This design comes from an exercise in tuning for small area on the open sky130 flow, not from production work. RTL that was checked went through simulation tests only; none was proved equivalent to the original. Power and IR drop assume default switching activity.

==> inputs of v26 <==
Design PKT_Detector, start of the top module:
module PKT_Detector #(
    parameter   DATA_WIDTH    = 8   ,
                PKT_CNT_WIDTH = 4   ,
                OUT_PKT_WIDTH = 160
) (
    input   logic                           reset     ,
    input   logic                           clk       ,
    input   logic   [DATA_WIDTH - 1 : 0]    data_in   ,
    input   logic                           dataK     ,
    output  logic   [PKT_CNT_WIDTH - 1 : 0] PKT_count ,
    output  logic   [OUT_PKT_WIDTH - 1 : 0] PKT       ,
    output  logic                           MRd       ,
    output  logic                           MWr       ,
    output  logic                           IORd      ,
    output  logic                           IOWr      ,
    output  logic                           CfgRd0    ,
    output  logic                           CfgWr0    ,
    output  logic                           CfgRd1    ,
    output  logic                           CfgWr1    ,
    output  logic                           Cpl       ,
    output  logic                           Cp1D
);
clock: 5.0 ns
lec_check: 0
abc_area: 1
cap_margin: 20
core_margin: 2
core_utilization: 65
place_density: 0.95
slew_margin: 20
standard.sh (not shown) runs the stock make flow with config.mk's settings and CLKGATE_MAP_FILE= SYNTH_SCRIPT=/design/flow/synth_recipe.tcl, a recipe that flattens the netlist after the stock synthesis.
==> flow/flow/run.sh <==
#!/bin/bash
# The standard ORFS layout (standard.sh), with these changes:
#  - synthesis maps the logic with a plain area-oriented ABC script (no buffering or
#    upsizing, which the later repair steps redo where needed) and no half/full-adder
#    cells; the registers and their names are those of the standard synthesis;
#  - port buffers are the smallest buffer (buf_1) instead of clkdlybuf4s50_1;
#  - clock tree: clkbuf_8 buffers, sink clusters of up to 22, no dummy loads.
# Each tool's full output stays in orfs/logs/; make's output goes to standard_flow.log.
set -euo pipefail
rm -rf scripts_area
cp -r "$FLOW_HOME/scripts" scripts_area
printf 'strash\ndch\nmap -a\ntopo\n' > scripts_area/abc_area.script
bash standard.sh \
  "SCRIPTS_DIR=$PWD/scripts_area" \
  "ADDER_MAP_FILE=" \
  "BUFFER_PORTS_ARGS=-buffer_cell sky130_fd_sc_hd__buf_1" \
  "CTS_ARGS=-sink_clustering_enable -repair_clock_nets -dont_use_dummy_load -buf_list sky130_fd_sc_hd__clkbuf_8 -sink_clustering_size 22 -sink_clustering_max_diameter 50" \
  finish > standard_flow.log 2>&1
==> inputs of v30, as changes to v26 <==
==> flow/flow/run.sh (replaced) <==
#!/bin/bash
# The standard ORFS layout (standard.sh), with two changes:
#  - port buffers are the smallest buffer (buf_1) instead of the default clkdlybuf4s50_1;
#  - clock tree: small clock buffers, large sink clusters, no dummy loads.
set -euo pipefail
bash standard.sh \
  "BUFFER_PORTS_ARGS=-buffer_cell sky130_fd_sc_hd__buf_1" \
  "CTS_ARGS=-sink_clustering_enable -repair_clock_nets -dont_use_dummy_load -buf_list sky130_fd_sc_hd__clkbuf_8" \
  finish > standard_flow.log 2>&1
Settings changed: PLACE_DENSITY 0.95 to unset.
==> qor summary <==
	v26	v30
Starting DRC count in detailed routing	293	291
Flop+latch power	2.76 mW	2.72 mW
Last element of the critical path	PKT[14]	PKT[130]
Outcome	complete, no violations	complete, no violations
Worst-case clock skew	0.0464 ns	0.0486 ns
Number of combinational gates with multiple inputs	199	230
Power attributed to the clock group	0.955 mW	1.51 mW
Netlist area before placement	8620 um2	8920 um2
Total Wirelength	13.8 mm	13.7 mm
Non-clock inverter count	16	32
Place WS	1.99 ns	2.19 ns
Net total in the final layout	737	814
Number of clock buffers in the layout	18	44
Maximum number of pins on one net before global-route repair	83	137
Headroom to the max-slew limit	49.9%	49.5%
Proportion of layout cells with a drive suffix above 1	3.31%	7.03%
Number of cells on the worst reg-to-reg path	4	5
Syn Area/Cell	16.1 um2	14.9 um2
Clk cell area share	2.55%	5.89%
Worst EP arrival	2.55 ns	2.29 ns
Number of different library cells in the post-synthesis netlist	20	24
Worst min-delay path startpoint	dl_n[58]$_DFF_P_	dl_n[46]$_DFF_P_
WHS	0.301 ns	0.310 ns
Fraction of the core area covered by cells at the end of the flow	74.1%	77.1%
Total power after layout	3.79 mW	4.27 mW
Wirelength per Cell	15.4 um	14.0 um

========
==> 04-22: inputs <==
==> flow/design.v <==
module PKT_Detector #(
    parameter   DATA_WIDTH    = 8   ,
                PKT_CNT_WIDTH = 4   ,
                OUT_PKT_WIDTH = 160
) (
    input   logic                           reset     ,
    input   logic                           clk       ,
    input   logic   [DATA_WIDTH - 1 : 0]    data_in   ,
    input   logic                           dataK     ,
    output  logic   [PKT_CNT_WIDTH - 1 : 0] PKT_count ,
    output  logic   [OUT_PKT_WIDTH - 1 : 0] PKT       ,
    output  logic                           MRd       ,
    output  logic                           MWr       ,
    output  logic                           IORd      ,
    output  logic                           IOWr      ,
    output  logic                           CfgRd0    ,
    output  logic                           CfgWr0    ,
    output  logic                           CfgRd1    ,
    output  logic                           CfgWr1    ,
    output  logic                           Cpl       ,
    output  logic                           Cp1D
);
logic [151:0] dl;
logic [4:0]   cnt;
logic [143:0] body;       
logic         valid_n;    
logic         pulse;      
wire last = (cnt == 5'd20);
wire good = last && (dl[7:0] == 8'hFD);
logic [151:0] dl_n;
always_ff @(posedge clk) dl_n <= {dl_n[143:0], ~data_in};
assign dl = ~dl_n;
always_ff @(posedge clk or negedge reset) begin
    if (!reset)
        cnt <= 5'd0;
    else if (cnt == 5'd0)
        cnt <= {4'd0, (data_in == 8'hFB) && dataK};
    else if (last)
        cnt <= 5'd0;
    else
        cnt <= cnt + 5'd1;
end
logic [143:0] incoming;
always_comb
    for (int k = 1; k <= 18; k++)
        incoming[8*(k-1) +: 8] = dl[8*(19-k) +: 8];
logic [143:0] body_n;     
always_ff @(posedge clk)
    if (good) body_n <= ~incoming;    
assign body = ~body_n;
always_ff @(posedge clk or negedge reset) begin
    if (!reset) begin
        valid_n   <= 1'b1;
        pulse     <= 1'b0;
        PKT_count <= '0;
    end else begin
        pulse <= good;
        if (good) begin
            valid_n   <= 1'b0;
            PKT_count <= PKT_count + 4'd1;
        end
    end
end
assign PKT = {!valid_n ? 8'hFD : 8'h00, body & ~{144{valid_n}}, !valid_n ? 8'hFB : 8'h00};
wire [7:0] ty = body[23:16];    
assign MRd    = pulse && ty == 8'h00;
assign MWr    = pulse && ty == 8'h01;
assign IORd   = pulse && ty == 8'h02;
assign IOWr   = pulse && ty == 8'h42;
assign CfgRd0 = pulse && ty == 8'h04;
assign CfgWr0 = pulse && ty == 8'h44;
assign CfgRd1 = pulse && ty == 8'h05;
assign CfgWr1 = pulse && ty == 8'h45;
assign Cpl    = pulse && ty == 8'h0a;
assign Cp1D   = pulse && ty == 8'h4a;
endmodule
==> flow/flow/run.sh <==
#!/bin/bash
# The standard ORFS layout (standard.sh), with two changes:
#  - port buffers are the smallest buffer (buf_1) instead of the default clkdlybuf4s50_1;
#  - clock tree: small clock buffers, large sink clusters, no dummy loads.
set -euo pipefail
bash standard.sh \
  "BUFFER_PORTS_ARGS=-buffer_cell sky130_fd_sc_hd__buf_1" \
  "CTS_ARGS=-sink_clustering_enable -repair_clock_nets -dont_use_dummy_load -buf_list sky130_fd_sc_hd__clkbuf_8 -sink_clustering_size 20 -sink_clustering_max_diameter 60" \
  finish > standard_flow.log 2>&1
==> flow/standard.sh <==
#!/bin/bash
# synth_recipe.tcl (not shown) runs the flow's synth.tcl, then flattens the netlist and writes it again
# the make line also repeats each setting of config.mk as NAME=value (left out here)
make -C /OpenROAD-flow-scripts/flow DESIGN_CONFIG=/design/flow/config.mk WORK_HOME=/design/flow/orfs CLKGATE_MAP_FILE= SYNTH_SCRIPT=/design/flow/synth_recipe.tcl "${@:-finish}"
==> flow/config.mk <==
export PLATFORM = sky130hd
export DESIGN_NAME = PKT_Detector
export DESIGN_NICKNAME = PKT_Detector
export VERILOG_FILES = /design/flow/design.v
export SDC_FILE = /design/flow/constraint.sdc
export NUM_CORES = 4
export LEC_CHECK = 0
export ABC_AREA = 1
export CAP_MARGIN = 20
export CORE_MARGIN = 2
export CORE_UTILIZATION = 65
export SLEW_MARGIN = 20
==> flow/constraint.sdc <==
create_clock -name core_clock -period 5.0 [get_ports {clk}]
set_input_delay 1.0000 -clock core_clock [delete_from_list [all_inputs] [get_ports {clk}]]
set_output_delay 1.0000 -clock core_clock [all_outputs]
set_load 0.01 [all_outputs]
==> inputs of 02-04, as changes to 04-22 <==
--- a/flow/design.v
+++ b/flow/design.v
@@ -26,6 +26,8 @@
 logic         valid_n;    
 logic         pulse;      
-wire last = (cnt == 5'd20);
+wire idle = (cnt == 5'd0);
+wire last = (cnt == 5'b00110);
 wire good = last && (dl[7:0] == 8'hFD);
+wire stp  = idle && (data_in == 8'hFB) && dataK;
 logic [151:0] dl_n;
 always_ff @(posedge clk) dl_n <= {dl_n[143:0], ~data_in};
@@ -34,10 +36,6 @@
     if (!reset)
         cnt <= 5'd0;
-    else if (cnt == 5'd0)
-        cnt <= {4'd0, (data_in == 8'hFB) && dataK};
-    else if (last)
-        cnt <= 5'd0;
     else
-        cnt <= cnt + 5'd1;
+        cnt <= (last ? 5'd0 : {cnt[3:0], cnt[4] ^ cnt[2]}) | {4'd0, stp};
 end
 logic [143:0] incoming;
==> flow/flow/run.sh (replaced) <==
#!/bin/bash
# The standard ORFS layout (standard.sh), with these changes:
#  - synthesis maps the logic with a plain area-oriented ABC script (no buffering or
#    upsizing, which the later repair steps redo where needed) and no half/full-adder
#    cells; the registers and their names are those of the standard synthesis;
#  - port buffers are the smallest buffer (buf_1) instead of clkdlybuf4s50_1;
#  - clock tree: clkbuf_8 buffers, sink clusters of up to 22, no dummy loads.
# Each tool's full output stays in orfs/logs/; make's output goes to standard_flow.log.
set -euo pipefail
rm -rf scripts_area
cp -r "$FLOW_HOME/scripts" scripts_area
printf 'strash\ndch\nmap -a\ntopo\n' > scripts_area/abc_area.script
bash standard.sh \
  "SCRIPTS_DIR=$PWD/scripts_area" \
  "ADDER_MAP_FILE=" \
  "BUFFER_PORTS_ARGS=-buffer_cell sky130_fd_sc_hd__buf_1" \
  "CTS_ARGS=-sink_clustering_enable -repair_clock_nets -dont_use_dummy_load -buf_list sky130_fd_sc_hd__clkbuf_8 -sink_clustering_size 22 -sink_clustering_max_diameter 50" \
  finish > standard_flow.log 2>&1
Settings changed: PLACE_DENSITY set to 0.85.
==> notes <==
Against 02-04, the worst hold slack of 04-22 is higher by 18 ps.
Against 04-22, the total power of 02-04 is lower by about 0.37%.
In 04-22 the clock power is higher than in 02-04, by about 4%.
Between 04-22 and 02-04, the lower area after synthesis is in 02-04 (gap about 3.7%, measured against 02-04).
Of 02-04 and 04-22, 04-22 has the higher non-clock buffer count (gap 1).
Sequential power is about the same in 02-04 and 04-22.
Die area: 04-22 is larger than 02-04 (3.5%).
Of 02-04 and 04-22, 04-22 has the higher final area (gap about 2.6%, measured against 04-22).
Between 02-04 and 04-22, the lower via count is in 02-04 (gap 3.1%, measured against 04-22).
The RTL of 02-04 was laid out without a check of its function.

==> re-timing with driven ports <==
The flow's constraints put no driver on any port. The routed layouts listed below were extracted and timed again, unchanged, in two steps.
Step 1 (the two cells are an assumption about what drives the block):
set clk [get_ports {clk}]
set_driving_cell -lib_cell sky130_fd_sc_hd__clkbuf_16 $clk
set_driving_cell -lib_cell sky130_fd_sc_hd__buf_2 [delete_from_list [all_inputs] $clk]
Step 2 times the ports against the registers' clock, not the clock port: input delays grow and output delays shrink by t, the midpoint of the rising clock arrivals with the driver on.
Three values: ideal, step 1, step 2; two values: the first two.
run	t (ns)	slack for setup (ns)	hold slack, ns	worst setup path at the end	clock arrival spread, ns
v26	0.510	1.449 / 1.416 / 1.926	0.301 / 0.301 / 0.301	register to output	0.048 / 0.048
v30	0.539	1.709 / 1.672 / 2.212	0.310 / 0.310 / 0.310	register to output	0.049 / 0.049
04-22	0.526	1.770 / 1.735 / 2.260	0.315 / 0.315 / 0.315	register to output	0.045 / 0.045
02-04	0.498	1.431 / 1.397 / 1.896	0.297 / 0.297 / 0.297	register to output	0.047 / 0.047
After both steps every run listed still meets setup and hold.
